Source: an optimization exercise on an open RTL-to-GDS flow (aim: small area and a short achievable clock period). Production flows keep margins and buffers that such runs may drop. In this exercise RTL edits were held to simulation tests only and were not proved equivalent to the original. No activity file was given, so power comes from the tool's default toggle rates.

--- design.v ---
package panda_pkg;
  typedef enum logic [3:0] {
    ALU_ADD,
    ALU_SUB,
    ALU_AND,
    ALU_OR,
    ALU_XOR,
    ALU_SLL,
    ALU_SRL,
    ALU_SRA,
    ALU_EQ,
    ALU_NE,
    ALU_LT,
    ALU_LTU,
    ALU_GE,
    ALU_GEU
  } alu_operator_e;
  typedef enum logic [6:0] {
    OPCODE_LOAD     = 7'b0000011,
    OPCODE_MISC_MEM = 7'b0001111,
    OPCODE_OP_IMM   = 7'b0010011,
    OPCODE_AUIPC    = 7'b0010111,
    OPCODE_STORE    = 7'b0100011,
    OPCODE_OP       = 7'b0110011,
    OPCODE_LUI      = 7'b0110111,
    OPCODE_BRANCH   = 7'b1100011,
    OPCODE_JALR     = 7'b1100111,
    OPCODE_JAL      = 7'b1101111,
    OPCODE_SYSTEM   = 7'b1110011
  } opcode_e;
endpackage
module panda_adder (
  input  logic [31:0] operand_a_i,
  input  logic [31:0] operand_b_i,
  input  logic        subtract_i,
  output logic [31:0] p_o,      
  output logic [31:0] g_o,      
  output logic [31:0] t_o,      
  output logic [31:0] sum_o,
  output logic        carry_o
);
  logic [31:0] bx, pn, gn, gn0;
  panda_adder_bx i_bx (
    .operand_b_i(operand_b_i),
    .subtract_i (subtract_i ),
    .bx_o       (bx         )
  );
  panda_adder_p i_p (
    .operand_a_i(operand_a_i),
    .bx_i       (bx         ),
    .p_o        (p_o        ),
    .pn_o       (pn         )
  );
  panda_adder_g i_g (
    .operand_a_i(operand_a_i),
    .bx_i       (bx         ),
    .subtract_i (subtract_i ),
    .g_o        (g_o        ),
    .t_o        (t_o        ),
    .gn_o       (gn         ),
    .gcn_o      (gn0        )
  );
  logic [31:0] g1, p1, g2n, p2n, g3, p3, g4n, p4n, g5, p5;
  panda_adder_pfx_n2p #(.D(1))  i_l1 (.gn_i(gn0), .pn_i(pn),  .g_o(g1),  .p_o(p1));
  panda_adder_pfx_p2n #(.D(2))  i_l2 (.g_i(g1),   .p_i(p1),   .gn_o(g2n), .pn_o(p2n));
  panda_adder_pfx_n2p #(.D(4))  i_l3 (.gn_i(g2n), .pn_i(p2n), .g_o(g3),  .p_o(p3));
  panda_adder_pfx_p2n #(.D(8))  i_l4 (.g_i(g3),   .p_i(p3),   .gn_o(g4n), .pn_o(p4n));
  panda_adder_pfx_n2p #(.D(16)) i_l5 (.gn_i(g4n), .pn_i(p4n), .g_o(g5),  .p_o(p5));
  assign sum_o   = ~pn ^ {g5[30:0], subtract_i};
  assign carry_o = g5[31];
endmodule
module panda_adder_bx (
  input  logic [31:0] operand_b_i,
  input  logic        subtract_i,
  output logic [31:0] bx_o
);
  assign bx_o = operand_b_i ^ {32{subtract_i}};
endmodule
module panda_adder_p (
  input  logic [31:0] operand_a_i,
  input  logic [31:0] bx_i,
  output logic [31:0] p_o,
  output logic [31:0] pn_o
);
  assign p_o  = operand_a_i ^ bx_i;
  assign pn_o = ~(operand_a_i ^ bx_i);
endmodule
module panda_adder_g (
  input  logic [31:0] operand_a_i,
  input  logic [31:0] bx_i,
  input  logic        subtract_i,
  output logic [31:0] g_o,
  output logic [31:0] t_o,
  output logic [31:0] gn_o,
  output logic [31:0] gcn_o    
);
  assign g_o   = operand_a_i & bx_i;
  assign t_o   = operand_a_i | bx_i;
  assign gn_o  = ~(operand_a_i & bx_i);
  assign gcn_o = {gn_o[31:1],
                  ~((operand_a_i[0] & bx_i[0]) | ((operand_a_i[0] | bx_i[0]) & subtract_i))};
endmodule
module panda_adder_pfx_n2p #(
  parameter int D = 1
) (
  input  logic [31:0] gn_i,
  input  logic [31:0] pn_i,
  output logic [31:0] g_o,
  output logic [31:0] p_o
);
  for (genvar i = 0; i < 32; i++) begin : g_node
    if (i >= D) begin : g_comb
      assign g_o[i] = ~(gn_i[i] & (pn_i[i] | gn_i[i-D]));
      assign p_o[i] = ~(pn_i[i] | pn_i[i-D]);
    end else begin : g_pass
      assign g_o[i] = ~gn_i[i];
      assign p_o[i] = ~pn_i[i];
    end
  end
endmodule
module panda_adder_pfx_p2n #(
  parameter int D = 1
) (
  input  logic [31:0] g_i,
  input  logic [31:0] p_i,
  output logic [31:0] gn_o,
  output logic [31:0] pn_o
);
  for (genvar i = 0; i < 32; i++) begin : g_node
    if (i >= D) begin : g_comb
      assign gn_o[i] = ~(g_i[i] | (p_i[i] & g_i[i-D]));
      assign pn_o[i] = ~(p_i[i] & p_i[i-D]);
    end else begin : g_pass
      assign gn_o[i] = ~g_i[i];
      assign pn_o[i] = ~p_i[i];
    end
  end
endmodule
module panda_comparator_sub #(
  parameter int unsigned Width = 32
) (
  input  logic [Width-1:0] sub_result_i,  
  input  logic             msb_a_i,       
  input  logic             msb_b_i,       
  input  logic             sign_i,        
  output logic             is_equal_o,    
  output logic             is_less_o      
);
  assign is_equal_o = sub_result_i == {Width{1'b0}};
  always_comb begin
    if (msb_a_i ^ msb_b_i) begin
      is_less_o = msb_b_i ^ sign_i;
    end else begin
      is_less_o = sub_result_i[Width-1];
    end
  end
endmodule
module panda_shifter (
  input  logic        arithmetic_i,
  input  logic [31:0] operand_i,
  input  logic [ 4:0] amount_i,
  output logic [31:0] left_o,
  output logic [31:0] right_o
);
  logic fill;
  assign fill = arithmetic_i & operand_i[31];
  logic [31:0] l [6];
  logic [31:0] r [6];
  logic [31:0] operand_n;
  panda_shift_inv i_inv (.data_i(operand_i), .data_no(operand_n));
  assign l[0] = operand_n;
  assign r[0] = operand_n;
  for (genvar s = 0; s < 5; s++) begin : g_stage
    panda_shift_stage #(.D(1 << s), .Left(1), .InvIn((s + 1) % 2)) i_left (
      .data_i  (l[s]       ),
      .amount_i(amount_i[s]),
      .fill_i  (1'b0       ),
      .data_o  (l[s+1]     )
    );
    panda_shift_stage #(.D(1 << s), .Left(0), .InvIn((s + 1) % 2)) i_right (
      .data_i  (r[s]                   ),
      .amount_i(amount_i[s]            ),
      .fill_i  (fill ^ ((s % 2) == 0)  ),
      .data_o  (r[s+1]                 )
    );
  end
  assign left_o  = l[5];
  assign right_o = r[5];
endmodule
module panda_shift_stage #(
  parameter int D     = 1,
  parameter bit Left  = 1'b0,
  parameter bit InvIn = 1'b0
) (
  input  logic [31:0] data_i,
  input  logic        amount_i,
  input  logic        fill_i,
  output logic [31:0] data_o
);
  logic [31:0] shifted;
  if (Left) begin : g_left
    assign shifted = {data_i[31-D:0], {D{InvIn}}};
  end else begin : g_right
    assign shifted = {{D{fill_i}}, data_i[31:D]};
  end
  assign data_o = ~(amount_i ? shifted : data_i);
endmodule
module panda_shift_inv (
  input  logic [31:0] data_i,
  output logic [31:0] data_no
);
  assign data_no = ~data_i;
endmodule
module panda_alu (
  input  logic [ 3:0] operator_i,
  input  logic [31:0] operand_a_i,
  input  logic [31:0] operand_b_i,
  input  logic        shamt0_i,      
  output logic [31:0] result_o
);
  logic adder_sub, arithmetic;
  logic en_add, en_and, en_or, en_xor, en_sll, en_sr;
  logic en_eq, en_ne, en_lt, en_ltu, en_ge, en_geu;
  panda_alu_decode i_decode (
    .operator_i  (operator_i),
    .adder_sub_o (adder_sub ),
    .arithmetic_o(arithmetic),
    .en_o        ({en_add, en_and, en_or, en_xor, en_sll, en_sr,
                   en_eq, en_ne, en_lt, en_ltu, en_ge, en_geu})
  );
  logic [31:0] p, g, t, sum;
  logic        carry;
  panda_adder i_adder (
    .operand_a_i(operand_a_i),
    .operand_b_i(operand_b_i),
    .subtract_i (adder_sub  ),
    .p_o        (p          ),
    .g_o        (g          ),
    .t_o        (t          ),
    .sum_o      (sum        ),
    .carry_o    (carry      )
  );
  logic [31:0] shift_left, shift_right;
  panda_shifter i_shifter (
    .arithmetic_i(arithmetic      ),
    .operand_i   (operand_a_i     ),
    .amount_i    ({operand_b_i[4:1], shamt0_i}),
    .left_o      (shift_left      ),
    .right_o     (shift_right     )
  );
  logic [31:0] e;
  logic [ 7:0] e8n;
  logic [ 3:0] e16;
  logic [ 1:0] e32n;
  logic        is_equal;
  panda_alu_xnor i_eq1 (.a_i(operand_a_i), .b_i(operand_b_i), .y_o(e));
  panda_alu_nand4 #(.N(8)) i_eq2 (.a_i(e), .y_no(e8n));
  panda_alu_nor2 #(.N(4)) i_eq3 (.a_ni(e8n), .y_o(e16));
  panda_alu_nand2 #(.N(2)) i_eq4 (.a_i(e16), .y_no(e32n));
  assign is_equal = ~(e32n[0] | e32n[1]);
  logic cmp1, cmp0;
  panda_alu_compare i_compare (
    .eq_i   (is_equal                            ),
    .signs_i(operand_a_i[31] ^ operand_b_i[31]   ),
    .en_i   ({en_eq, en_ne, en_lt, en_ltu, en_ge, en_geu}),
    .cmp1_o (cmp1                                ),
    .cmp0_o (cmp0                                )
  );
  logic [31:0] t1n, t2n, t3n;
  logic        t4n;
  panda_alu_aoi22 i_sel_add (.a_i(sum), .sa_i(en_add), .b_i(p), .sb_i(en_xor), .y_no(t1n));
  panda_alu_aoi22 i_sel_log (.a_i(g),   .sa_i(en_and), .b_i(t), .sb_i(en_or),  .y_no(t2n));
  panda_alu_aoi22 i_sel_sh  (.a_i(shift_left),  .sa_i(en_sll),
                             .b_i(shift_right), .sb_i(en_sr), .y_no(t3n));
  panda_alu_cmp_mux i_sel_cmp (.carry_i(carry), .cmp1_i(cmp1), .cmp0_i(cmp0), .y_no(t4n));
  panda_alu_nand i_sel_out (
    .t1n_i   (t1n     ),
    .t2n_i   (t2n     ),
    .t3n_i   (t3n     ),
    .t4n_i   (t4n     ),
    .result_o(result_o)
  );
endmodule
module panda_alu_decode (
  input  logic [ 3:0] operator_i,
  output logic        adder_sub_o,
  output logic        arithmetic_o,
  output logic [11:0] en_o    
);
  logic [3:0] op;
  assign op = operator_i;
  assign adder_sub_o  = (op == panda_pkg::ALU_SUB) | op[3];
  assign arithmetic_o = op == panda_pkg::ALU_SRA;
  assign en_o = {(op == panda_pkg::ALU_ADD) | (op == panda_pkg::ALU_SUB),
                 op == panda_pkg::ALU_AND,
                 op == panda_pkg::ALU_OR,
                 op == panda_pkg::ALU_XOR,
                 op == panda_pkg::ALU_SLL,
                 (op == panda_pkg::ALU_SRL) | (op == panda_pkg::ALU_SRA),
                 op == panda_pkg::ALU_EQ,
                 op == panda_pkg::ALU_NE,
                 op == panda_pkg::ALU_LT,
                 op == panda_pkg::ALU_LTU,
                 op == panda_pkg::ALU_GE,
                 op == panda_pkg::ALU_GEU};
endmodule
module panda_alu_compare (
  input  logic        eq_i,       
  input  logic        signs_i,    
  input  logic [ 5:0] en_i,       
  output logic        cmp1_o,     
  output logic        cmp0_o      
);
  logic is_equal, en_eq, en_ne, en_lt, en_ltu, en_ge, en_geu;
  assign {en_eq, en_ne, en_lt, en_ltu, en_ge, en_geu} = en_i;
  assign is_equal = eq_i;
  logic eq_res;
  assign eq_res = (en_eq & is_equal) | (en_ne & ~is_equal);
  assign cmp1_o = eq_res | (en_lt & signs_i)  | (en_ge & ~signs_i) | en_geu;
  assign cmp0_o = eq_res | (en_lt & ~signs_i) | (en_ge & signs_i)  | en_ltu;
endmodule
module panda_alu_aoi22 (
  input  logic [31:0] a_i,
  input  logic        sa_i,
  input  logic [31:0] b_i,
  input  logic        sb_i,
  output logic [31:0] y_no
);
  assign y_no = ~(({32{sa_i}} & a_i) | ({32{sb_i}} & b_i));
endmodule
module panda_alu_cmp_mux (
  input  logic carry_i,
  input  logic cmp1_i,
  input  logic cmp0_i,
  output logic y_no
);
  assign y_no = ~(carry_i ? cmp1_i : cmp0_i);
endmodule
module panda_alu_nand (
  input  logic [31:0] t1n_i,
  input  logic [31:0] t2n_i,
  input  logic [31:0] t3n_i,
  input  logic        t4n_i,     
  output logic [31:0] result_o
);
  assign result_o = ~(t1n_i & t2n_i & t3n_i & {31'h7fffffff, t4n_i});
endmodule
module panda_alu_xnor (
  input  logic [31:0] a_i,
  input  logic [31:0] b_i,
  output logic [31:0] y_o
);
  assign y_o = ~(a_i ^ b_i);
endmodule
module panda_alu_nand4 #(
  parameter int N = 8
) (
  input  logic [4*N-1:0] a_i,
  output logic [  N-1:0] y_no
);
  for (genvar k = 0; k < N; k++) begin : g_k
    assign y_no[k] = ~(&a_i[4*k +: 4]);
  end
endmodule
module panda_alu_nor2 #(
  parameter int N = 4
) (
  input  logic [2*N-1:0] a_ni,
  output logic [  N-1:0] y_o
);
  for (genvar k = 0; k < N; k++) begin : g_k
    assign y_o[k] = ~(|a_ni[2*k +: 2]);
  end
endmodule
module panda_alu_nand2 #(
  parameter int N = 2
) (
  input  logic [2*N-1:0] a_i,
  output logic [  N-1:0] y_no
);
  for (genvar k = 0; k < N; k++) begin : g_k
    assign y_no[k] = ~(&a_i[2*k +: 2]);
  end
endmodule
module panda_rf_read #(
  parameter bit Extra = 1'b0,   
  parameter int W     = 32
) (
  input  logic [31:0]        sel_i,
  input  logic [31:0][W-1:0] data_i,
  input  logic [W-1:0]       extra_i,    
  output logic [W-1:0]       data_o
);
  logic [15:0][W-1:0] s1n;    
  logic [ 3:0][W-1:0] s2;     
  logic [ 1:0][W-1:0] s3n;    
  for (genvar k = 0; k < 16; k++) begin : g_s1
    panda_rf_aoi22 #(.W(W)) i_aoi (
      .a_i (data_i[2*k]  ),
      .sa_i(sel_i[2*k]   ),
      .b_i (data_i[2*k+1]),
      .sb_i(sel_i[2*k+1] ),
      .y_no(s1n[k]       )
    );
  end
  for (genvar k = 0; k < 4; k++) begin : g_s2
    panda_rf_nand4 #(.W(W)) i_nand (
      .a_ni(s1n[4*k]  ),
      .b_ni(s1n[4*k+1]),
      .c_ni(s1n[4*k+2]),
      .d_ni(s1n[4*k+3]),
      .y_o (s2[k]     )
    );
  end
  for (genvar k = 0; k < 2; k++) begin : g_s3
    panda_rf_nor2 #(.W(W)) i_nor (
      .a_i (s2[2*k]  ),
      .b_i (s2[2*k+1]),
      .y_no(s3n[k]   )
    );
  end
  if (Extra) begin : g_extra
    assign data_o = ~(s3n[0] & s3n[1] & ~extra_i);
  end else begin : g_plain
    assign data_o = ~(s3n[0] & s3n[1]);
  end
endmodule
module panda_rf_aoi22 #(
  parameter int W = 32
) (
  input  logic [W-1:0] a_i,
  input  logic         sa_i,
  input  logic [W-1:0] b_i,
  input  logic         sb_i,
  output logic [W-1:0] y_no
);
  assign y_no = ~(({W{sa_i}} & a_i) | ({W{sb_i}} & b_i));
endmodule
module panda_rf_nand4 #(
  parameter int W = 32
) (
  input  logic [W-1:0] a_ni,
  input  logic [W-1:0] b_ni,
  input  logic [W-1:0] c_ni,
  input  logic [W-1:0] d_ni,
  output logic [W-1:0] y_o
);
  assign y_o = ~(a_ni & b_ni & c_ni & d_ni);
endmodule
module panda_rf_nor2 #(
  parameter int W = 32
) (
  input  logic [W-1:0] a_i,
  input  logic [W-1:0] b_i,
  output logic [W-1:0] y_no
);
  assign y_no = ~(a_i | b_i);
endmodule
module panda_rf_decode #(
  parameter bit Gate = 1'b0
) (
  input  logic [ 4:0] addr_i,
  input  logic [31:1] ready_i,
  input  logic        gate_i,
  output logic [31:1] sel_o
);
  for (genvar i = 1; i < 32; i++) begin : g_sel
    if (Gate) begin : g_gated
      assign sel_o[i] = (addr_i == i) & ready_i[i] & ~gate_i;
    end else begin : g_plain
      assign sel_o[i] = (addr_i == i) & ready_i[i];
    end
  end
endmodule
module panda_exec (
  input  logic        clk_i,
  input  logic        rst_ni,
  input  logic [ 3:0] operator_i,
  input  logic [ 4:0] rs1_addr_i,
  input  logic [ 4:0] rs2_addr_i,
  input  logic [ 4:0] rd_addr_i,
  input  logic        rd_we_i,
  input  logic        use_imm_i,
  input  logic [31:0] imm_i,
  output logic [31:0] result_o
);
  logic [31:0]       operand_a;
  logic [31:0]       operand_b;
  logic [31:0]       alu_result;
  logic [31:0]       result_q;
  logic [31:1][31:0] regs_q;
  logic [31:1]       pend_q;     
  logic [31:1]       ready_q;    
  logic [31:1]       pend_d;
  logic [ 4:0]       wr_addr_q;
  logic              wr_en_q;
  for (genvar i = 1; i < 32; i++) begin : g_pend
    assign pend_d[i] = rd_we_i & (rd_addr_i == i);
  end
  always_ff @(posedge clk_i or negedge rst_ni) begin
    if (~rst_ni) begin
      pend_q  <= '0;
      ready_q <= '0;
      wr_en_q <= 1'b0;
    end else begin
      pend_q  <= pend_d;
      ready_q <= (ready_q | pend_q) & ~pend_d;
      wr_en_q <= rd_we_i & (rd_addr_i != 5'd0);
    end
  end
  always_ff @(posedge clk_i) begin
    wr_addr_q <= rd_addr_i;
  end
  always_ff @(posedge clk_i) begin
    for (int i = 1; i < 32; i++) begin
      if (pend_q[i]) begin
        regs_q[i] <= result_q;
      end
    end
  end
  logic [31:1] sel1, sel2;
  logic        byp1, byp2;
  panda_rf_decode #(.Gate(1'b0)) i_decode_a (
    .addr_i (rs1_addr_i),
    .ready_i(ready_q   ),
    .gate_i (1'b0      ),
    .sel_o  (sel1      )
  );
  panda_rf_decode #(.Gate(1'b1)) i_decode_b (
    .addr_i (rs2_addr_i),
    .ready_i(ready_q   ),
    .gate_i (use_imm_i ),
    .sel_o  (sel2      )
  );
  assign byp1 = wr_en_q & (rs1_addr_i == wr_addr_q);
  assign byp2 = wr_en_q & (rs2_addr_i == wr_addr_q) & ~use_imm_i;
  panda_rf_read #(.Extra(1'b0)) i_read_a (
    .sel_i  ({sel1, byp1}),
    .data_i ({regs_q, result_q}),
    .extra_i('0),
    .data_o (operand_a)
  );
  panda_rf_read #(.Extra(1'b1)) i_read_b (
    .sel_i  ({sel2, byp2}),
    .data_i ({regs_q, result_q}),
    .extra_i({32{use_imm_i}} & imm_i),
    .data_o (operand_b)
  );
  logic [31:0] regs_b0;
  logic        shamt0;
  assign regs_b0[0] = result_q[0];
  for (genvar i = 1; i < 32; i++) begin : g_b0
    assign regs_b0[i] = regs_q[i][0];
  end
  panda_rf_read #(.Extra(1'b1), .W(1)) i_read_shamt0 (
    .sel_i  ({sel2, byp2}),
    .data_i (regs_b0),
    .extra_i(use_imm_i & imm_i[0]),
    .data_o (shamt0)
  );
  panda_alu i_alu (
    .operator_i (operator_i),
    .operand_a_i(operand_a ),
    .operand_b_i(operand_b ),
    .shamt0_i   (shamt0    ),
    .result_o   (alu_result)
  );
  always_ff @(posedge clk_i or negedge rst_ni) begin
    if (~rst_ni) begin
      result_q <= '0;
    end else begin
      result_q <= alu_result;
    end
  end
  assign result_o = result_q;
endmodule
--- run.sh ---
#!/bin/bash
# synth_recipe.tcl (not shown) runs the flow's synth.tcl, then flattens the netlist and writes it again
# the make line also repeats each setting of config.mk as NAME=value (left out here)
make -C /OpenROAD-flow-scripts/flow DESIGN_CONFIG=/design/flow/config.mk WORK_HOME=/design/flow/orfs CLKGATE_MAP_FILE= SYNTH_SCRIPT=/design/flow/synth_recipe.tcl finish
--- config.mk ---
export PLATFORM = sky130hd
export DESIGN_NAME = panda_exec
export DESIGN_NICKNAME = panda_exec
export VERILOG_FILES = /design/flow/design.v
export SDC_FILE = /design/flow/constraint.sdc
export NUM_CORES = 4
export LEC_CHECK = 0
export CAP_MARGIN = 20
export CORE_MARGIN = 2
export CORE_UTILIZATION = 40
export CTS_CLUSTER_DIAMETER = 80
export CTS_CLUSTER_SIZE = 24
export SETUP_SLACK_MARGIN = 3.0
export SLEW_MARGIN = 20
export SYNTH_HIERARCHICAL = 1
export TNS_END_PERCENT = 10
--- constraint.sdc ---
create_clock -name core_clock -period 7.5 [get_ports {clk_i}]
set_input_delay 1.5000 -clock core_clock [delete_from_list [all_inputs] [get_ports {clk_i}]]
set_output_delay 1.5000 -clock core_clock [all_outputs]
set_load 0.01 [all_outputs]
==> impl_metrics.py, run 1 <==
metrics = {
    "drt": {
        "routed-via-count": 42800,
        "drc": 0,
        "vias_per_cell": 6.90,
        "drtPass1Iterations": 9,
        "wire_per_inst_um": 36.0,
        "antenna_left": 0,
        "wirelength_um": 223000,
        "drt_iter0_drc": 7394,
    },
    "status": {
        "status": "finished clean",
    },
    "placement": {
        "dp.cells": 5875,
        "gp_congestion": 0.971,
        "dp_hpwl_um": 130000,
        "port_buffers": 86,
        "pre_cts_slack_ns": 0.704,
    },
    "sta": {
        "setup-violations-final": 0,
        "max_freq_mhz": 210,
        "finalHoldViolations": 0,
        "setup_ws_ns": 2.74,
        "post-route-min-period_ns": 4.76,
        "finClkSkew_ns": 0.0479,
        "min_period_over_period_pct": 63.4,
        "tightest_slew_ns": 1.22,
        "slew_violations": 0,
        "rsz0062_at_grt": "yes",
        "relSlewSlack_pct": 18.4,
        "setup_tns_ns": 0,
    },
    "worst_hold_path": {
        "hold_class": "register to register",
        "min_path_cells": 2,
    },
    "global_route": {
        "grtUsageTotal_pct": 30.6,
        "antenna_found_initial": 15,
        "grt_max_degree": 65,
        "grt_pass1_vias": 39300,
        "grt_overflow_total": 0,
        "grt_pass1_wl_um": 300000,
    },
    "finish": {
        "area_growth_pct": 16.7,
        "final_cells": 6200,
        "layout-drive-gt1-share_pct": 22.7,
        "finalNetCount": 4448,
    },
    "cts": {
        "root_buffer": "clkbuf_16",
        "cts_buffer_depth": 3,
        "hold_buffers": 0,
        "clk_latency_ns": 0.74,
        "clock-sinks": 1092,
        "cts-htree-levels": 2,
        "cts_tree": "yes",
        "clk_pin_slew_ns": 0.10,
        "cts_buffers": 60,
    },
    "floorplanning": {
        "die-area_um2": 137000,
        "initial_core_util_pct": 40.3,
        "die-width_um": 371,
        "coreArea_um2": 133000,
        "die_height_um": 371,
        "row_count": 134,
        "ios": 87,
    },
    "power": {
        "clockPowerShare_pct": 26.5,
        "switchingPower_mw": 4.83,
        "internal_power_mw": 10.2,
        "swShare_pct": 32.2,
        "comb_power_share_pct": 24.3,
        "max-vdd-ir-drop_mv": 0.223,
        "p_seq_share_pct": 49.3,
        "powerDensity_nw_per_um2": 239,
        "p_leak_nw": 20.8,
    },
    "setup_path": {
        "startpoint_type": "input port",
        "worstRegToRegCells": 16,
        "path_cells": "buf_16, nor4b_4, buf_4, and3_4, a22oi_1, nand4_1, nor2_4, nand3b_1, buf_4, clkbuf_16, mux2i_1, mux2i_1, mux2i_1, mux2i_1, a22oi_2, nand3_1",
        "crit_type": "input port to register",
        "critPathArrivalTime_ns": 5.34,
        "r2r_slack_ns": 3.35,
        "worstPathRequired_ns": 8.08,
        "cpPeakStageDelay_ns": 0.49,
        "worstPathMaxFanout": 16,
        "critical_path.most_common_cell": "mux2i_1",
        "critPathCaptureType": "register",
        "cp_slowest_cell": "a22oi_2",
    },
    "yosys": {
        "synth_area_um2": 53800,
        "ys_warn_count": 12,
        "synth_area_per_cell_um2": 13.0,
        "syn-num-nets": 4195,
        "syn_inst": 4140,
    },
    "run": {
        "maxCapViolations": 0,
    },
}
[metal layers]
metal,part of all wire [%],track usage (%)
met1,37,41.0
met2,43,45.8
met3,14,8.54
met4,5.9,14.8
met5,0.088,0.385
[placed cells by master (no fill, tap or decap), types with 35 or more instances in the layout]
| cell type | instances |
|---|---|
| a22oi_1 | 1078 |
| edfxtp_1 | 992 |
| mux2i_1 | 279 |
| nand4_1 | 271 |
| buf_4 | 261 |
| nor2_1 | 159 |
| nor2_2 | 87 |
| inv_1 | 78 |
| nand2_1 | 76 |
| clkdlybuf4s50_1 | 74 |
| clkbuf_16 | 70 |
| xnor2_1 | 68 |
| nor2_4 | 68 |
| and3_4 | 68 |
| dfrtp_1 | 64 |
| a22oi_2 | 58 |
| o21ai_1 | 40 |
| buf_12 | 40 |
| xor2_1 | 38 |
| o21ai_2 | 35 |
[cell type report]
class / count / area (um2)
diodes: 5 / 12.5
flip-flops and latches: 1092 / 32300
well taps: 1768 / 2210
clock inverters: 25 / 472
multi-input cells: 2724 / 21500
repair buffers: 420 / 4280
inverters: 95 / 370
fillers: 11900 / 70700
clock buffers: 71 / 1600
[path summary, 6_finish.rpt]
path | startpoint | end
min in group asynchronous | rst_ni | result_q[10]
max reg2reg | ready_q[21] | result_q[31]
min reg2reg | ready_q[13] | ready_q[13]
max | use_imm_i | result_q[31]
min | ready_q[13] | ready_q[13]
max in group asynchronous | rst_ni | pend_q[7]
[power by group through the flow]
stage	clock network [mW]	logic, mW	registers [mW]
final	3.97	3.64	7.39
after CTS	3.98	3.27	7.35
after global routing	4.18	3.81	7.39
after floorplan	0	1.67	7.55
after global placement	0	2.92	7.44
after detailed placement	0	2.95	7.45
[what timing repair did]
item,in CTS,in global routing
endpoints found under the setup margin,32,32
resized for setup,465,245
buffers inserted,89,83
gates cloned,38,14
pin swaps,121,157
[registers in the layout, indices dropped and copies added (netlist names)]
name and flops:
regs_q 992, result_q 32, pend_q 31, ready_q 31
wr_addr_q 5, wr_en_q 1
[critical path: cells and delay by family]
kind	cells	cell delay, ns
multiplexers	4	0.83
AO/OA/AOI/OAI	2	0.63
AND/OR/NAND/NOR	6	1.54
buffers and inverters	4	0.79
[stage by stage]
step                      power (mW)  area (um2)  util [%]  hold WS [ns]
after floorplan                 9.22       53900         -         0.465
after global placement          10.4       55900      41.9         0.484
after detailed placement        10.4       55900      41.9         0.487
after CTS                       14.6       60900      45.6         0.524
after global routing            15.4       62800      47.0         0.581
final                           15.0       62800      47.1         0.531
==> run 2: changes to the inputs <==
--- a/config.mk
+++ b/config.mk
@@ -10,6 +10,7 @@
 export CORE_UTILIZATION = 40
 export CTS_CLUSTER_DIAMETER = 80
 export CTS_CLUSTER_SIZE = 24
+export GPL_ROUTABILITY_DRIVEN = 0
 export SETUP_SLACK_MARGIN = 3.0
 export SLEW_MARGIN = 20
 export SYNTH_HIERARCHICAL = 1
==> run 2 against run 1 <==
Compared with the run above: still clean on timing, DRC and antenna; die area unchanged; first-iteration DRC count increased by 18%; non-clock buffer count increased by 36; synthesized area unchanged; maximum frequency increased by 3.5%; largest cell class unchanged.
==> impl_metrics.py, run 2 <==
metrics = {
    "status": {
        "status": "finished clean",
    },
    "finish": {
        "final_cells": 6254,
        "finalNetCount": 4486,
        "seq_area_um2": 32300,
        "layout-drive-gt1-share_pct": 25.0,
        "area_growth_pct": 18.5,
        "layout.cells.most_common": "a22oi_1",
        "top_regs": "regs_q (992), result_q (32)",
        "largest_register": "regs_q",
        "final_util_pct": 47.8,
        "fillerInstances": 11700,
        "largest_register_ffs": 992,
        "multi_input_area_um2": 22300,
        "final_cell_mix": "a22oi_1 (1062), edfxtp_1 (992), buf_4 (278)",
    },
    "drt": {
        "drtPass1Iterations": 9,
        "drc": 0,
        "wirelength_um": 231000,
        "vias_per_cell": 7.03,
        "wire_per_inst_um": 36.9,
        "drt_iter0_drc": 8710,
        "antenna_left": 0,
        "routed-via-count": 44000,
    },
    "run": {
        "maxCapViolations": 0,
    },
    "placement": {
        "dp.cells": 5880,
        "pre_cts_slack_ns": 0.906,
        "port_buffers": 86,
        "dp_hpwl_um": 129000,
    },
    "sta": {
        "finalHoldViolations": 0,
        "rsz0062_at_grt": "yes",
        "tightest_slew_ns": 1.22,
        "max_freq_mhz": 217,
        "setup_tns_ns": 0,
        "slew_violations": 0,
        "setup-violations-final": 0,
        "post-route-min-period_ns": 4.60,
        "setup_ws_ns": 2.90,
        "min_period_over_period_pct": 61.3,
        "relSlewSlack_pct": 18.5,
        "finClkSkew_ns": 0.0393,
        "timing.hold.ws_ns": 0.514,
    },
    "cts": {
        "cts_buffers": 56,
        "clk_latency_ns": 0.73,
        "root_buffer": "clkbuf_16",
        "clk_pin_slew_ns": 0.10,
        "cts-htree-levels": 2,
        "clock-sinks": 1092,
        "hold_buffers": 0,
        "cts_tree": "yes",
        "cts_buffer_depth": 3,
    },
    "setup_path": {
        "startpoint_type": "input port",
        "critPathLaunch": "use_imm_i",
        "worstPathRequired_ns": 8.09,
        "reg2reg_from": "ready_q[24]",
        "crit_type": "input port to register",
        "r2r_end": "result_q[6]",
        "critical_path.most_common_cell": "mux2i_1",
        "path_cells": "buf_16, and4bb_4, and3_4, buf_6, a22oi_2, nand4_1, nor2_4, nand3b_1, buf_4, buf_4, bufbuf_16, mux2i_1, mux2i_1, mux2i_1, a22oi_2, nand3_1",
        "r2r_slack_ns": 3.35,
        "critPathArrivalTime_ns": 5.18,
        "worstPathMaxFanout": 32,
        "critPathCaptureType": "register",
        "cpPeakStageDelay_ns": 0.36,
        "cp_slowest_cell": "a22oi_2",
        "worstRegToRegCells": 15,
    },
    "yosys": {
        "syn_inst": 4140,
        "synth_area_per_cell_um2": 13.0,
        "synth_area_um2": 53800,
        "ys_warn_count": 12,
        "syn-num-nets": 4195,
    },
    "worst_hold_path": {
        "whs_endpoint": "ready_q[8]",
        "min_path_cells": 2,
        "min-delay-start": "pend_q[8]",
        "hold_class": "register to register",
    },
    "global_route": {
        "grt_pass1_vias": 40100,
        "grtUsageTotal_pct": 31.3,
        "grt_pass1_wl_um": 305000,
        "grt_max_degree": 65,
        "grt_overflow_total": 0,
        "antenna_found_initial": 15,
    },
    "power": {
        "internal_power_mw": 9.98,
        "comb_power_share_pct": 25.9,
        "clockPowerShare_pct": 24.3,
        "switchingPower_mw": 4.89,
        "p_leak_nw": 21.2,
        "powerDensity_nw_per_um2": 233,
        "max-vdd-ir-drop_mv": 0.187,
        "p_seq_share_pct": 49.8,
        "swShare_pct": 32.9,
    },
    "floorplanning": {
        "ios": 87,
        "die-area_um2": 137000,
        "die-width_um": 371,
        "coreArea_um2": 133000,
        "initial_core_util_pct": 40.3,
        "die_height_um": 371,
        "row_count": 134,
    },
}
==> run 2: cell type report <==
cell class	count	share of cell area, %
multi-input combinational	2730	35.0
timing repair buffer	456	7.54
sequential	1092	50.7
tap	1768	3.47
clock buffer	91	2.47
inverter	95	0.565
antenna	7	0.0275
clock inverter	15	0.296
==> run 2: worst max-delay path, delay by kind of cell <==
family	cells	cell delay (ns)
buffers and inverters	5	1.02
AOI/OAI and AO/OA	2	0.52
muxes	3	0.50
and+or+nand+nor	6	1.57
==> run 2: routing by layer <==
layer	part of all wire (%)	global-route usage [%]	routed length (um)	vias to the layer above
li1	-	-	-	17300
met1	36	41.0	82000	21900
met2	43	46.4	99000	3908
met3	15	10.2	34400	796
met4	6.6	15.7	15300	12
met5	0.11	0	259	-
==> run 2: power by group through the flow <==
stage	logic, mW	registers [mW]	clock network, mW
5_1_grt	4.01	7.40	3.78
4_1_cts	3.21	7.36	3.60
3_3_place_gp	2.88	7.44	0
3_5_place_dp	2.90	7.44	0
6_report	3.86	7.41	3.61
2_1_floorplan	1.67	7.55	0
==> run 2: repair_timing <==
item / 4_1_cts / 5_1_grt
setup endpoints to repair: 32 / 32
setup buffers: 94 / 104
gates cloned: 40 / 23
pin swaps: 90 / 270
gates resized for setup: 490 / 408
==> run 2: stage by stage <==
stage               area, um2  power [mW]
floorplan               53900        9.22
finish                  63800        14.9
global route            63700        15.2
detailed placement      55900        10.3
CTS                     60700        14.2
global placement        55900        10.3
==> run 2: worst max-delay path by stage <==
stage | slack (ns) | to
after floorplan | 2.95 | result_q[29]
after global placement | 0.90 | result_q[24]
after detailed placement | 0.91 | result_q[24]
after CTS | 2.99 | result_q[25]
after global routing | 2.81 | result_q[15]
final | 2.90 | result_q[6]
==> run 3: changes to the inputs <==
--- a/design.v
+++ b/design.v
@@ -215,7 +215,7 @@
   input  logic [ 3:0] operator_i,
   input  logic [31:0] operand_a_i,
   input  logic [31:0] operand_b_i,
-  input  logic        shamt0_i,      
+  input  logic [ 4:0] shamt_i,       
   output logic [31:0] result_o
 );
   logic adder_sub, arithmetic;
@@ -244,23 +244,13 @@
   panda_shifter i_shifter (
     .arithmetic_i(arithmetic      ),
     .operand_i   (operand_a_i     ),
-    .amount_i    ({operand_b_i[4:1], shamt0_i}),
+    .amount_i    (shamt_i         ),
     .left_o      (shift_left      ),
     .right_o     (shift_right     )
   );
-  logic [31:0] e;
-  logic [ 7:0] e8n;
-  logic [ 3:0] e16;
-  logic [ 1:0] e32n;
-  logic        is_equal;
-  panda_alu_xnor i_eq1 (.a_i(operand_a_i), .b_i(operand_b_i), .y_o(e));
-  panda_alu_nand4 #(.N(8)) i_eq2 (.a_i(e), .y_no(e8n));
-  panda_alu_nor2 #(.N(4)) i_eq3 (.a_ni(e8n), .y_o(e16));
-  panda_alu_nand2 #(.N(2)) i_eq4 (.a_i(e16), .y_no(e32n));
-  assign is_equal = ~(e32n[0] | e32n[1]);
   logic cmp1, cmp0;
   panda_alu_compare i_compare (
-    .eq_i   (is_equal                            ),
+    .p_i    (p                                   ),
     .signs_i(operand_a_i[31] ^ operand_b_i[31]   ),
     .en_i   ({en_eq, en_ne, en_lt, en_ltu, en_ge, en_geu}),
     .cmp1_o (cmp1                                ),
@@ -305,7 +295,7 @@
                  op == panda_pkg::ALU_GEU};
 endmodule
 module panda_alu_compare (
-  input  logic        eq_i,       
+  input  logic [31:0] p_i,
   input  logic        signs_i,    
   input  logic [ 5:0] en_i,       
   output logic        cmp1_o,     
@@ -313,7 +303,7 @@
 );
   logic is_equal, en_eq, en_ne, en_lt, en_ltu, en_ge, en_geu;
   assign {en_eq, en_ne, en_lt, en_ltu, en_ge, en_geu} = en_i;
-  assign is_equal = eq_i;
+  assign is_equal = &p_i;
   logic eq_res;
   assign eq_res = (en_eq & is_equal) | (en_ne & ~is_equal);
   assign cmp1_o = eq_res | (en_lt & signs_i)  | (en_ge & ~signs_i) | en_geu;
@@ -345,43 +335,6 @@
 );
   assign result_o = ~(t1n_i & t2n_i & t3n_i & {31'h7fffffff, t4n_i});
 endmodule
-module panda_alu_xnor (
-  input  logic [31:0] a_i,
-  input  logic [31:0] b_i,
-  output logic [31:0] y_o
-);
-  assign y_o = ~(a_i ^ b_i);
-endmodule
-module panda_alu_nand4 #(
-  parameter int N = 8
-) (
-  input  logic [4*N-1:0] a_i,
-  output logic [  N-1:0] y_no
-);
-  for (genvar k = 0; k < N; k++) begin : g_k
-    assign y_no[k] = ~(&a_i[4*k +: 4]);
-  end
-endmodule
-module panda_alu_nor2 #(
-  parameter int N = 4
-) (
-  input  logic [2*N-1:0] a_ni,
-  output logic [  N-1:0] y_o
-);
-  for (genvar k = 0; k < N; k++) begin : g_k
-    assign y_o[k] = ~(|a_ni[2*k +: 2]);
-  end
-endmodule
-module panda_alu_nand2 #(
-  parameter int N = 2
-) (
-  input  logic [2*N-1:0] a_i,
-  output logic [  N-1:0] y_no
-);
-  for (genvar k = 0; k < N; k++) begin : g_k
-    assign y_no[k] = ~(&a_i[2*k +: 2]);
-  end
-endmodule
 module panda_rf_read #(
   parameter bit Extra = 1'b0,   
   parameter int W     = 32
@@ -486,6 +439,7 @@
 );
   logic [31:0]       operand_a;
   logic [31:0]       operand_b;
+  logic [ 4:0]       shamt;       
   logic [31:0]       alu_result;
   logic [31:0]       result_q;
   logic [31:1][31:0] regs_q;
@@ -540,29 +494,28 @@
     .extra_i('0),
     .data_o (operand_a)
   );
+  logic [31:0][4:0] regs_lo;
+  assign regs_lo[0] = result_q[4:0];
+  for (genvar i = 1; i < 32; i++) begin : g_lo
+    assign regs_lo[i] = regs_q[i][4:0];
+  end
   panda_rf_read #(.Extra(1'b1)) i_read_b (
     .sel_i  ({sel2, byp2}),
     .data_i ({regs_q, result_q}),
     .extra_i({32{use_imm_i}} & imm_i),
     .data_o (operand_b)
   );
-  logic [31:0] regs_b0;
-  logic        shamt0;
-  assign regs_b0[0] = result_q[0];
-  for (genvar i = 1; i < 32; i++) begin : g_b0
-    assign regs_b0[i] = regs_q[i][0];
-  end
-  panda_rf_read #(.Extra(1'b1), .W(1)) i_read_shamt0 (
+  panda_rf_read #(.Extra(1'b1), .W(5)) i_read_shamt (
     .sel_i  ({sel2, byp2}),
-    .data_i (regs_b0),
-    .extra_i(use_imm_i & imm_i[0]),
-    .data_o (shamt0)
+    .data_i (regs_lo),
+    .extra_i({5{use_imm_i}} & imm_i[4:0]),
+    .data_o (shamt)
   );
   panda_alu i_alu (
     .operator_i (operator_i),
     .operand_a_i(operand_a ),
     .operand_b_i(operand_b ),
-    .shamt0_i   (shamt0    ),
+    .shamt_i    (shamt     ),
     .result_o   (alu_result)
   );
   always_ff @(posedge clk_i or negedge rst_ni) begin
--- a/config.mk
+++ b/config.mk
@@ -10,7 +10,6 @@
 export CORE_UTILIZATION = 40
 export CTS_CLUSTER_DIAMETER = 80
 export CTS_CLUSTER_SIZE = 24
-export GPL_ROUTABILITY_DRIVEN = 0
 export SETUP_SLACK_MARGIN = 3.0
 export SLEW_MARGIN = 20
 export SYNTH_HIERARCHICAL = 1
==> run 3 against run 2 <==
Compared with the run above: power fell by 3.3%; setup slack got worse by 0.28 ns; hold slack got worse by 0.0083 ns; critical endpoint is now result_q[30]; via count fell by 0.81%; synthesized cell count rose by 1.5%; critical path type unchanged; count of clock-buffer cells in the layout fell by 6; still clean on timing, DRC and antenna; final cell count rose by 0.86%; largest power group unchanged; sequential power fell by 0.9%.
==> impl_metrics.py, run 3 <==
metrics = {
    "yosys": {
        "synth_area_per_cell_um2": 12.9,
        "syn-num-nets": 4257,
        "syn_inst": 4202,
        "ys_warn_count": 12,
        "synth_area_um2": 54200,
    },
    "power": {
        "powerDensity_nw_per_um2": 230,
        "p_leak_nw": 20.7,
        "max-vdd-ir-drop_mv": 0.217,
        "finalPower_mw": 14.4,
    },
    "cts": {
        "clk_pin_slew_ns": 0.10,
        "root_buffer": "clkbuf_16",
        "hold_buffers": 0,
        "cts_buffers": 54,
        "clk_latency_ns": 0.74,
        "cts_tree": "yes",
        "clock-sinks": 1092,
        "cts-htree-levels": 2,
        "cts_buffer_depth": 3,
    },
    "global_route": {
        "grt.met3_usage_pct": 8.32,
        "grt_overflow_total": 0,
        "grt_max_degree": 65,
        "grt_pass1_vias": 40800,
        "grtUsageTotal_pct": 31.8,
        "grt_use_met2_pct": 47.5,
        "grt-busiest-layer": "met2",
        "antenna_found_initial": 18,
        "groute.layer.met1.usage_pct": 41.4,
        "grt_pass1_wl_um": 311000,
    },
    "finish": {
        "area_growth_pct": 15.3,
        "largest_register": "regs_q",
        "largest_register_ffs": 992,
        "top_regs": "regs_q (992), result_q (32)",
        "final_cell_mix": "a22oi_1 (1163), edfxtp_1 (992), buf_4 (315)",
        "finalNetCount": 4527,
        "final_cells": 6308,
        "seq_area_um2": 32300,
        "design_area_um2": 62500,
        "multi_input_area_um2": 21400,
        "fillerInstances": 12000,
        "final_util_pct": 46.3,
        "layout.cells.most_common": "a22oi_1",
        "layout-drive-gt1-share_pct": 20.1,
    },
    "setup_path": {
        "path_cells": "buf_2, buf_6, and4b_4, and3_2, a22oi_1, nand4_1, nor2_2, nand3b_1, xor2_2, xnor2_2, nor2_1, a21oi_1, o21ai_1, a21oi_1, o21ai_2, xnor2_1, a22oi_1, nand3_1",
        "r2r_end": "result_q[30]",
        "critPathCaptureType": "register",
        "worstPathRequired_ns": 8.10,
        "reg2reg_from": "ready_q[29]",
        "worstRegToRegCells": 15,
        "critPathLaunch": "rs2_addr_i[3]",
        "cpPeakStageDelay_ns": 0.38,
        "critPathBufInv": 2,
        "cp.depth": 18,
        "worstPathMaxFanout": 13,
        "crit_type": "input port to register",
        "cp_slowest_cell": "nor2_2",
        "critPathTopFamily": "simple AND/OR/NAND/NOR gates",
        "critPathCapture": "result_q[30]",
        "r2r_slack_ns": 3.25,
        "startpoint_type": "input port",
        "critPathArrivalTime_ns": 5.48,
    },
    "status": {
        "status": "finished clean",
    },
    "sta": {
        "timing.hold.ws_ns": 0.506,
        "finClkSkew_ns": 0.0483,
        "tightest_slew_ns": 1.19,
        "setup-violations-final": 0,
        "setup_ws_ns": 2.62,
        "finalHoldViolations": 0,
        "max_freq_mhz": 205,
        "setup_tns_ns": 0,
        "post-route-min-period_ns": 4.88,
        "min_period_over_period_pct": 65.1,
        "relSlewSlack_pct": 20.6,
        "rsz0062_at_grt": "yes",
        "slew_violations": 0,
    },
    "floorplanning": {
        "die-area_um2": 138000,
        "ios": 87,
        "die-width_um": 372,
        "initial_core_util_pct": 40.2,
        "row_count": 135,
        "die_height_um": 372,
        "coreArea_um2": 135000,
    },
    "placement": {
        "gp_congestion": 1.01,
        "dpl_cell_area_um2": 56900,
        "port_buffers": 86,
        "dp.cells": 6013,
        "pre_cts_slack_ns": 0.485,
        "dp_hpwl_um": 139000,
    },
    "drt": {
        "routed-via-count": 43600,
        "drc": 0,
        "antenna_left": 0,
        "vias_per_cell": 6.91,
        "wirelength_um": 226000,
        "drtPass1Iterations": 10,
        "drt_iter0_drc": 7793,
        "wire_per_inst_um": 35.9,
    },
    "worst_hold_path": {
        "hold_class": "register to register",
    },
    "run": {
        "maxCapViolations": 0,
    },
}
-- run 3: timing repair --
item / in CTS / in global routing
resized for setup: 454 / 58
pin swaps: 115 / 29
setup endpoints to repair: 32 / 32
setup buffers: 142 / 12
cloned: 28 / 2
-- run 3: where the power goes --
part | leakage [nW] | switching [mW] | internal (mW)
combinational | 9.63 | 2.40 | 1.17
clock | 0.791 | 2.04 | 1.43
sequential | 10.3 | 0.227 | 7.12
total | 20.7 | 4.67 | 9.72
-- run 3: worst min path at each step --
stage	start	cells after the start	endpoint
6_report	pend_q[3]	0	regs_q[94]
5_1_grt	pend_q[23]	2	ready_q[23]
4_1_cts	pend_q[3]	0	regs_q[94]
3_5_place_dp	pend_q[23]	2	ready_q[23]
3_3_place_gp	pend_q[23]	2	ready_q[23]
2_1_floorplan	ready_q[10]	2	ready_q[10]
-- run 3: layer usage --
| metal | wire [um] | share of wire (%) | up-vias |
|---|---|---|---|
| li1 | - | - | 17600 |
| met1 | 82900 | 37 | 21800 |
| met2 | 97800 | 43 | 3514 |
| met3 | 28600 | 13 | 683 |
| met4 | 17100 | 7.6 | 6 |
| met5 | 32 | 0.014 | - |
-- run 3: worst reg2reg max path, cell delays in order, from the launching register on --
cell      delay, ns
dfrtp_1        0.56
and3_2         0.50
a22oi_1        0.25
nand4_1        0.37
nor2_2         0.38
nand3b_1       0.20
xor2_2         0.26
xnor2_2        0.37
nor2_1         0.12
a21oi_1        0.27
o21ai_1        0.14
a21oi_1        0.18
o21ai_2        0.11
xnor2_1        0.14
a22oi_1        0.18
nand3_1        0.09
-- run 3: final cells by class --
type                            count  share of cell area (%)
Timing Repair Buffer              462                    7.17
Multi-Input combinational cell   2767                    34.3
Antenna cell                       15                  0.0601
Clock buffer                       85                    2.40
Sequential cell                  1092                    51.7
Clock inverter                     11                   0.228
Inverter                           95                   0.571
Tap cell                         1781                    3.57
==> run 4: changes to the inputs <==
--- a/design.v
+++ b/design.v
@@ -215,7 +215,6 @@
   input  logic [ 3:0] operator_i,
   input  logic [31:0] operand_a_i,
   input  logic [31:0] operand_b_i,
-  input  logic [ 4:0] shamt_i,       
   output logic [31:0] result_o
 );
   logic adder_sub, arithmetic;
@@ -244,7 +243,7 @@
   panda_shifter i_shifter (
     .arithmetic_i(arithmetic      ),
     .operand_i   (operand_a_i     ),
-    .amount_i    (shamt_i         ),
+    .amount_i    (operand_b_i[4:0]),
     .left_o      (shift_left      ),
     .right_o     (shift_right     )
   );
@@ -336,19 +335,18 @@
   assign result_o = ~(t1n_i & t2n_i & t3n_i & {31'h7fffffff, t4n_i});
 endmodule
 module panda_rf_read #(
-  parameter bit Extra = 1'b0,   
-  parameter int W     = 32
+  parameter bit Extra = 1'b0    
 ) (
-  input  logic [31:0]        sel_i,
-  input  logic [31:0][W-1:0] data_i,
-  input  logic [W-1:0]       extra_i,    
-  output logic [W-1:0]       data_o
-);
-  logic [15:0][W-1:0] s1n;    
-  logic [ 3:0][W-1:0] s2;     
-  logic [ 1:0][W-1:0] s3n;    
+  input  logic [31:0]       sel_i,
+  input  logic [31:0][31:0] data_i,
+  input  logic [31:0]       extra_i,    
+  output logic [31:0]       data_o
+);
+  logic [15:0][31:0] s1n;    
+  logic [ 3:0][31:0] s2;     
+  logic [ 1:0][31:0] s3n;    
   for (genvar k = 0; k < 16; k++) begin : g_s1
-    panda_rf_aoi22 #(.W(W)) i_aoi (
+    panda_rf_aoi22 i_aoi (
       .a_i (data_i[2*k]  ),
       .sa_i(sel_i[2*k]   ),
       .b_i (data_i[2*k+1]),
@@ -357,7 +355,7 @@
     );
   end
   for (genvar k = 0; k < 4; k++) begin : g_s2
-    panda_rf_nand4 #(.W(W)) i_nand (
+    panda_rf_nand4 i_nand (
       .a_ni(s1n[4*k]  ),
       .b_ni(s1n[4*k+1]),
       .c_ni(s1n[4*k+2]),
@@ -366,7 +364,7 @@
     );
   end
   for (genvar k = 0; k < 2; k++) begin : g_s3
-    panda_rf_nor2 #(.W(W)) i_nor (
+    panda_rf_nor2 i_nor (
       .a_i (s2[2*k]  ),
       .b_i (s2[2*k+1]),
       .y_no(s3n[k]   )
@@ -378,34 +376,28 @@
     assign data_o = ~(s3n[0] & s3n[1]);
   end
 endmodule
-module panda_rf_aoi22 #(
-  parameter int W = 32
-) (
-  input  logic [W-1:0] a_i,
-  input  logic         sa_i,
-  input  logic [W-1:0] b_i,
-  input  logic         sb_i,
-  output logic [W-1:0] y_no
+module panda_rf_aoi22 (
+  input  logic [31:0] a_i,
+  input  logic        sa_i,
+  input  logic [31:0] b_i,
+  input  logic        sb_i,
+  output logic [31:0] y_no
 );
-  assign y_no = ~(({W{sa_i}} & a_i) | ({W{sb_i}} & b_i));
+  assign y_no = ~(({32{sa_i}} & a_i) | ({32{sb_i}} & b_i));
 endmodule
-module panda_rf_nand4 #(
-  parameter int W = 32
-) (
-  input  logic [W-1:0] a_ni,
-  input  logic [W-1:0] b_ni,
-  input  logic [W-1:0] c_ni,
-  input  logic [W-1:0] d_ni,
-  output logic [W-1:0] y_o
+module panda_rf_nand4 (
+  input  logic [31:0] a_ni,
+  input  logic [31:0] b_ni,
+  input  logic [31:0] c_ni,
+  input  logic [31:0] d_ni,
+  output logic [31:0] y_o
 );
   assign y_o = ~(a_ni & b_ni & c_ni & d_ni);
 endmodule
-module panda_rf_nor2 #(
-  parameter int W = 32
-) (
-  input  logic [W-1:0] a_i,
-  input  logic [W-1:0] b_i,
-  output logic [W-1:0] y_no
+module panda_rf_nor2 (
+  input  logic [31:0] a_i,
+  input  logic [31:0] b_i,
+  output logic [31:0] y_no
 );
   assign y_no = ~(a_i | b_i);
 endmodule
@@ -417,12 +409,58 @@
   input  logic        gate_i,
   output logic [31:1] sel_o
 );
+  logic [ 3:0] lo_n;     
+  logic [ 7:0] hi_n;     
+  logic [31:1] rdy_n;    
+  logic [4:0] addr_n;
+  panda_rf_inv i_inv (.a_i(addr_i), .y_no(addr_n));
+  panda_rf_predec i_predec (.addr_i(addr_i), .addr_ni(addr_n), .lo_no(lo_n), .hi_no(hi_n));
+  panda_rf_ready #(.Gate(Gate)) i_ready (.ready_i(ready_i), .gate_i(gate_i), .rdy_no(rdy_n));
+  panda_rf_sel i_sel (.lo_ni(lo_n), .hi_ni(hi_n), .rdy_ni(rdy_n), .sel_o(sel_o));
+endmodule
+module panda_rf_inv (
+  input  logic [4:0] a_i,
+  output logic [4:0] y_no
+);
+  assign y_no = ~a_i;
+endmodule
+module panda_rf_predec (
+  input  logic [4:0] addr_i,
+  input  logic [4:0] addr_ni,
+  output logic [3:0] lo_no,
+  output logic [7:0] hi_no
+);
+  for (genvar k = 0; k < 4; k++) begin : g_lo
+    assign lo_no[k] = ~((k & 1 ? addr_i[0] : addr_ni[0]) &
+                        (k & 2 ? addr_i[1] : addr_ni[1]));
+  end
+  for (genvar m = 0; m < 8; m++) begin : g_hi
+    assign hi_no[m] = ~((m & 1 ? addr_i[2] : addr_ni[2]) &
+                        (m & 2 ? addr_i[3] : addr_ni[3]) &
+                        (m & 4 ? addr_i[4] : addr_ni[4]));
+  end
+endmodule
+module panda_rf_ready #(
+  parameter bit Gate = 1'b0
+) (
+  input  logic [31:1] ready_i,
+  input  logic        gate_i,
+  output logic [31:1] rdy_no
+);
+  if (Gate) begin : g_gated
+    assign rdy_no = ~ready_i | {31{gate_i}};
+  end else begin : g_plain
+    assign rdy_no = ~ready_i;
+  end
+endmodule
+module panda_rf_sel (
+  input  logic [ 3:0] lo_ni,
+  input  logic [ 7:0] hi_ni,
+  input  logic [31:1] rdy_ni,
+  output logic [31:1] sel_o
+);
   for (genvar i = 1; i < 32; i++) begin : g_sel
-    if (Gate) begin : g_gated
-      assign sel_o[i] = (addr_i == i) & ready_i[i] & ~gate_i;
-    end else begin : g_plain
-      assign sel_o[i] = (addr_i == i) & ready_i[i];
-    end
+    assign sel_o[i] = ~(lo_ni[i % 4] | hi_ni[i / 4] | rdy_ni[i]);
   end
 endmodule
 module panda_exec (
@@ -439,7 +477,6 @@
 );
   logic [31:0]       operand_a;
   logic [31:0]       operand_b;
-  logic [ 4:0]       shamt;       
   logic [31:0]       alu_result;
   logic [31:0]       result_q;
   logic [31:1][31:0] regs_q;
@@ -494,28 +531,16 @@
     .extra_i('0),
     .data_o (operand_a)
   );
-  logic [31:0][4:0] regs_lo;
-  assign regs_lo[0] = result_q[4:0];
-  for (genvar i = 1; i < 32; i++) begin : g_lo
-    assign regs_lo[i] = regs_q[i][4:0];
-  end
   panda_rf_read #(.Extra(1'b1)) i_read_b (
     .sel_i  ({sel2, byp2}),
     .data_i ({regs_q, result_q}),
     .extra_i({32{use_imm_i}} & imm_i),
     .data_o (operand_b)
   );
-  panda_rf_read #(.Extra(1'b1), .W(5)) i_read_shamt (
-    .sel_i  ({sel2, byp2}),
-    .data_i (regs_lo),
-    .extra_i({5{use_imm_i}} & imm_i[4:0]),
-    .data_o (shamt)
-  );
   panda_alu i_alu (
     .operator_i (operator_i),
     .operand_a_i(operand_a ),
     .operand_b_i(operand_b ),
-    .shamt_i    (shamt     ),
     .result_o   (alu_result)
   );
   always_ff @(posedge clk_i or negedge rst_ni) begin
==> run 4 against run 3 <==
Compared with the run above: still clean; power about the same; die area decreased by 0.99%; final cell count decreased by 3.2%; maximum frequency increased by 2.2%; sequential power decreased by 0.7%; count of clock-buffer cells in the layout increased by 6; flip-flop and latch count unchanged; critical path type unchanged; critical endpoint is now result_q[15].
==> impl_metrics.py, run 4 <==
metrics = {
    "status": {
        "status": "finished clean",
    },
    "global_route": {
        "grt_pass1_vias": 38700,
        "grt_pass1_wl_um": 289000,
        "grt_overflow_total": 0,
        "grt_max_degree": 65,
        "antenna_found_initial": 7,
        "grtUsageTotal_pct": 29.4,
    },
    "sta": {
        "setup_tns_ns": 0,
        "slew_violations": 0,
        "tightest_slew_ns": 1.25,
        "post-route-min-period_ns": 4.78,
        "rsz0062_at_grt": "yes",
        "min_period_over_period_pct": 63.7,
        "relSlewSlack_pct": 16.7,
        "setup_ws_ns": 2.72,
        "timing.hold.ws_ns": 0.527,
        "setup-violations-final": 0,
        "finalHoldViolations": 0,
        "max_freq_mhz": 209,
        "finClkSkew_ns": 0.0385,
    },
    "cts": {
        "clk_pin_slew_ns": 0.09,
        "hold_buffers": 0,
        "clk_latency_ns": 0.73,
        "cts_tree": "yes",
        "root_buffer": "clkbuf_16",
        "cts-htree-levels": 2,
        "cts_buffers": 56,
        "clock-sinks": 1092,
        "cts_buffer_depth": 3,
    },
    "setup_path": {
        "worstPathRequired_ns": 8.05,
        "worstPathMaxFanout": 32,
        "crit_type": "input port to register",
        "critPathArrivalTime_ns": 5.33,
        "startpoint_type": "input port",
        "critPathCaptureType": "register",
    },
    "floorplanning": {
        "coreArea_um2": 133000,
        "die-width_um": 370,
        "die-area_um2": 137000,
        "ios": 87,
        "row_count": 134,
        "initial_core_util_pct": 40.3,
        "die_height_um": 370,
    },
    "power": {
        "internal_power_mw": 9.74,
        "comb_power_share_pct": 24.6,
        "p_seq_share_pct": 50.7,
        "powerDensity_nw_per_um2": 235,
        "swShare_pct": 32.3,
        "clockPowerShare_pct": 24.7,
        "switchingPower_mw": 4.65,
        "p_leak_nw": 20.3,
        "max-vdd-ir-drop_mv": 0.198,
    },
    "drt": {
        "antenna_left": 0,
        "vias_per_cell": 6.72,
        "drc": 0,
        "routed-via-count": 41000,
        "drtPass1Iterations": 7,
        "wirelength_um": 207000,
        "drt_iter0_drc": 7378,
        "wire_per_inst_um": 34.0,
    },
    "worst_hold_path": {
        "hold_class": "register to register",
    },
    "placement": {
        "dpl_cell_area_um2": 56400,
        "dp_hpwl_um": 133000,
        "port_buffers": 86,
        "pre_cts_slack_ns": 0.434,
        "gp_congestion": 1.01,
        "dp.cells": 5919,
    },
    "finish": {
        "largest_register": "regs_q",
        "finalNetCount": 4344,
        "largest_register_ffs": 992,
        "final_cell_mix": "a22oi_1 (1102), edfxtp_1 (992), mux2i_1 (290)",
        "seq_area_um2": 32300,
        "multi_input_area_um2": 20700,
        "design_area_um2": 61200,
        "final_cells": 6107,
        "area_growth_pct": 14.1,
        "layout.cells.most_common": "a22oi_1",
        "fillerInstances": 11900,
        "layout-drive-gt1-share_pct": 17.8,
        "top_regs": "regs_q (992), result_q (32)",
    },
    "yosys": {
        "ys_warn_count": 12,
        "syn_inst": 4151,
        "syn-num-nets": 4206,
        "synth_area_per_cell_um2": 12.9,
        "synth_area_um2": 53700,
    },
    "run": {
        "maxCapViolations": 0,
    },
}
[run 4: power groups by stage]
stage	Sequential, mW	Combinational, mW	Clock, mW
finish	7.29	3.55	3.56
global route	7.30	3.73	3.77
CTS	7.28	3.45	3.59
detailed placement	7.41	3.05	0
global placement	7.41	3.06	0
floorplan	7.55	1.65	0
[run 4: metrics by stage]
stage / total power [mW] / utilization, %
2_1_floorplan: 9.20 / -
6_report: 14.4 / 45.9
3_3_place_gp: 10.5 / 42.3
5_1_grt: 14.8 / 45.9
4_1_cts: 14.3 / 45.9
3_5_place_dp: 10.5 / 42.3
[run 4: layout make-up]
| cell class | count | area share, % |
|---|---|---|
| Clock inverter | 12 | 0.294 |
| Timing Repair Buffer | 349 | 5.93 |
| Tap cell | 1768 | 3.61 |
| Multi-Input combinational cell | 2654 | 33.9 |
| Clock buffer | 91 | 2.57 |
| Sequential cell | 1092 | 52.8 |
| Antenna cell | 5 | 0.0204 |
| Inverter | 136 | 0.887 |
[run 4: worst max-delay path: stages]
cell	delay [ns]
clkdlybuf4s15_2	0.29
inv_1	0.13
nand2_2	0.14
buf_6	0.18
nor3_4	0.06
buf_12	0.19
a22oi_1	0.22
nand4_1	0.26
nor2_4	0.31
nand2_1	0.24
inv_1	0.32
mux2i_1	0.16
mux2i_1	0.27
mux2i_1	0.16
mux2i_1	0.24
nor2_1	0.08
a22oi_2	0.34
nand3_1	0.19
[run 4: per-layer routing]
metal,share of wire [%],up-vias,GRT usage [%]
met5,0.0058,-,0.140
met4,5.7,2,15.0
met3,12,455,6.40
met2,43,3010,43.6
met1,39,20700,40.5
li1,-,16800,-
[run 4: path summary, 6_finish.rpt]
| kind | cells past startpoint | end | slack [ns] | start |
|---|---|---|---|---|
| max in group asynchronous | 2 | pend_q[20] | 5.28 | rst_ni |
| min in group asynchronous | 1 | result_q[31] | 0.84 | rst_ni |
| setup / recovery | 18 | result_q[15] | 2.72 | rs1_addr_i[1] |
| hold reg to reg | 2 | ready_q[7] | 0.53 | ready_q[7] |
| hold / removal | 2 | ready_q[7] | 0.53 | ready_q[7] |
| setup reg to reg | 17 | result_q[0] | 3.23 | wr_addr_q[1] |
[run 4: timing repair]
item / 4_1_cts / 5_1_grt
pin swaps: 92 / 14
gates resized for setup: 524 / 10
cloned: 6 / 0
setup endpoints to repair: 32 / 32
buffers inserted: 74 / 0

port drivers added, routing unchanged:
The results above use ideal ports. As a check the final layouts listed here were re-extracted and re-timed, cells and wires unchanged.
Step 1 (the two cells are an assumption about what drives the block):
set clk [get_ports {clk_i}]
set_driving_cell -lib_cell sky130_fd_sc_hd__clkbuf_16 $clk
set_driving_cell -lib_cell sky130_fd_sc_hd__buf_2 [delete_from_list [all_inputs] $clk]
Step 2 also shifts input and output timing later by t, the mid clock arrival at the registers, as if the neighbouring blocks saw the same clock.
Three values: ideal ports, drivers, drivers and shift; two values: the first two.
run	t (ns)	setup slack, ns	worst setup path after step 2
run 1	0.788	2.741 / 2.634 / 1.846	input to register
run 2	0.789	2.901 / 2.746 / 1.957	input to register
run 3	0.796	2.617 / 2.483 / 1.687	input to register
run 4	0.792	2.722 / 2.670 / 1.879	input to register
After both steps setup and hold are still met in every run listed. For run 2, which loses most, drivers alone change the setup slack by -0.155 ns; drivers and shift together by -0.944 ns.
